What follows belongs to an exercise in optimizing a design on an open flow for small area, a short achievable clock period and few clock cycles per item; a production flow would make more cautious choices.
Where RTL was checked, it was by simulation tests only, not by an equivalence proof against the original.

==> module ISR, before the edit <==
module ISR(reset,
           value,
           clock,
           result,
           done
);
  input wire reset;
  input wire [63:0] value;
  input wire clock;
  output wire [31:0] result;
  output wire done;
  reg  [55:0] d;       
  reg  [30:0] r;       
  reg  [31:0] q;       
  reg  [3:0]  cnt;     
  reg         fin;
  reg         lead;    
  wire [7:0] vt = value[63:56];
  reg  [3:0] q0;
  reg  [4:0] r0;
  wire [16:0] ge;
  assign ge[0] = 1'b1;
  assign ge[16] = 1'b0;
  assign ge[1] = vt >= 8'd1;
  assign ge[2] = vt >= 8'd4;
  assign ge[3] = vt >= 8'd9;
  assign ge[4] = vt >= 8'd16;
  assign ge[5] = vt >= 8'd25;
  assign ge[6] = vt >= 8'd36;
  assign ge[7] = vt >= 8'd49;
  assign ge[8] = vt >= 8'd64;
  assign ge[9] = vt >= 8'd81;
  assign ge[10] = vt >= 8'd100;
  assign ge[11] = vt >= 8'd121;
  assign ge[12] = vt >= 8'd144;
  assign ge[13] = vt >= 8'd169;
  assign ge[14] = vt >= 8'd196;
  assign ge[15] = vt >= 8'd225;
  integer kk;
  always @* begin
    q0 = 4'd0;
    r0 = 5'd0;
    for (kk = 1; kk < 16; kk = kk + 1)
      if (ge[kk]) q0 = kk;
    for (kk = 0; kk < 16; kk = kk + 1)
      if (ge[kk] & ~ge[kk + 1]) r0 = r0 | (vt[4:0] - kk * kk);
  end
  wire [29:0] qs = q[29:0];
  wire [34:0] x  = {r, d[55:52]};             
  wire [33:0] t1;
  prefix_add #(.W(34), .KIND(0)) u_t1(.a({1'b0, x[34:2]}), .b(~{2'b00, qs, 2'b01}), .ci(1'b1), .y(t1));
  wire        ge1 = ~t1[33];
  wire [35:0] t2a;
  prefix_add #(.W(36), .KIND(0)) u_t2a(.a({1'b0, x}), .b(~{3'b000, qs, 3'b001}), .ci(1'b1), .y(t2a));
  wire        ge2a = ~t2a[35];
  wire [35:0] m1 = {~{2'b00, qs}, 4'b1111};
  wire [35:0] m2 = {~{3'b000, qs}, 3'b000};
  wire [35:0] xe = {1'b0, x};
  wire [35:0] cs = xe ^ m1 ^ m2;
  wire [35:0] cc = (xe & m1) | (xe & m2) | (m1 & m2);
  wire [35:0] t2b;
  prefix_add #(.W(36), .KIND(0)) u_t2b(.a(cs), .b({cc[34:0], 1'b0}), .ci(1'b0), .y(t2b));
  wire        ge2b = ~t2b[35];
  wire        ge2 = ge1 ? ge2b : ge2a;
  wire [30:0] r1 = ge1 ? (ge2 ? t2b[30:0] : {t1[28:0], x[1:0]})
                       : (ge2 ? t2a[30:0] : x[30:0]);
  wire        skip = lead && (d[55:40] == 16'd0) && (cnt > 4'd4);
  always @(posedge clock) begin
    if (reset) begin
      d   <= value[55:0];
      r   <= {26'd0, r0};
      q   <= {28'd0, q0};
      cnt <= 4'd14;
      fin <= 1'b0;
      lead <= (vt == 8'd0);
    end else begin
      d   <= skip ? {d[39:0], 16'd0} : {d[51:0], 4'b0000};
      lead <= lead && (d[55:52] == 4'd0);
      r   <= r1;
      cnt <= cnt - (skip ? 4'd4 : 4'd1);
      if (!fin) begin
        q   <= {q[29:0], ge1, ge2};
        if (cnt == 4'd1) fin <= 1'b1;
      end
    end
  end
  assign result = q;
  assign done   = fin;
endmodule
clock: 10.0 ns
lec_check: 0
cap_margin: 20
core_margin: 2
core_utilization: 40
place_density: 0.6
slew_margin: 20
standard.sh (not shown) runs the stock make flow with config.mk's settings and CLKGATE_MAP_FILE= SYNTH_SCRIPT=/design/flow/synth_recipe.tcl, a recipe that flattens the netlist after the stock synthesis.
==> flow/flow/run.sh <==
#!/bin/bash
bash standard.sh BUFFER_PORTS_ARGS="-buffer_cell sky130_fd_sc_hd__buf_1" SETUP_SLACK_MARGIN=6.5 ABC_AREA=1 CTS_BUF_LIST="sky130_fd_sc_hd__clkbuf_4 sky130_fd_sc_hd__clkbuf_8" finish > standard.log 2>&1
Testbench counts at the start, summed over its fixed seeds: cycles 6,012, items 480.
==> next run, changes <==
--- a/flow/design.v
+++ b/flow/design.v
@@ -14,7 +14,6 @@
   reg  [31:0] q;       
   reg  [3:0]  cnt;     
   reg         fin;
-  reg         lead;    
   wire [7:0] vt = value[63:56];
   reg  [3:0] q0;
   reg  [4:0] r0;
@@ -64,7 +63,6 @@
   wire        ge2 = ge1 ? ge2b : ge2a;
   wire [30:0] r1 = ge1 ? (ge2 ? t2b[30:0] : {t1[28:0], x[1:0]})
                        : (ge2 ? t2a[30:0] : x[30:0]);
-  wire        skip = lead && (d[55:40] == 16'd0) && (cnt > 4'd4);
   always @(posedge clock) begin
     if (reset) begin
       d   <= value[55:0];
@@ -72,12 +70,10 @@
       q   <= {28'd0, q0};
       cnt <= 4'd14;
       fin <= 1'b0;
-      lead <= (vt == 8'd0);
     end else begin
-      d   <= skip ? {d[39:0], 16'd0} : {d[51:0], 4'b0000};
-      lead <= lead && (d[55:52] == 4'd0);
+      d   <= {d[51:0], 4'b0000};
       r   <= r1;
-      cnt <= cnt - (skip ? 4'd4 : 4'd1);
+      cnt <= cnt - 4'd1;
       if (!fin) begin
         q   <= {q[29:0], ge1, ge2};
         if (cnt == 4'd1) fin <= 1'b1;
Outcome:
- cell area decreases by a few percent
- cell count shrinks by a few percent
- first-iteration DRC count goes up by a few percent
- area after synthesis came out lower by a few percent
- critical path depth increases by 1
- count of clock-buffer cells in the layout came out higher by 3
- via count falls by a few percent
- routed wire length fell by a little under a tenth
- worst hold slack gets worse by 49 ps
The RTL of the second run of this note was laid out without a check of its function.

## static timing again, ports no longer ideal
Ports are ideal in the flow. The routed layouts listed here were re-timed in OpenROAD. Step 1: set_driving_cell puts a clkbuf_16 on clock and a buf_2 on each other input, an assumption about the parent block. Step 2, shift: input delay + t, output delay - t, t = (earliest + latest rising clock arrival at the registers) / 2. This alone moves slack from input paths to output paths. Slacks: ideal ports / drivers / drivers and shift; pairs: ideal ports / drivers.
run	t (ns)	setup WS [ns]	worst setup path at the end
the first run	0.498	6.603 / 6.634 / 6.135	input to register
the second run	0.485	6.654 / 6.664 / 6.179	input to register
After both steps every run listed still meets setup and hold. For the second run, which loses most, drivers alone change the setup slack by +0.010 ns; drivers and shift together by -0.475 ns.
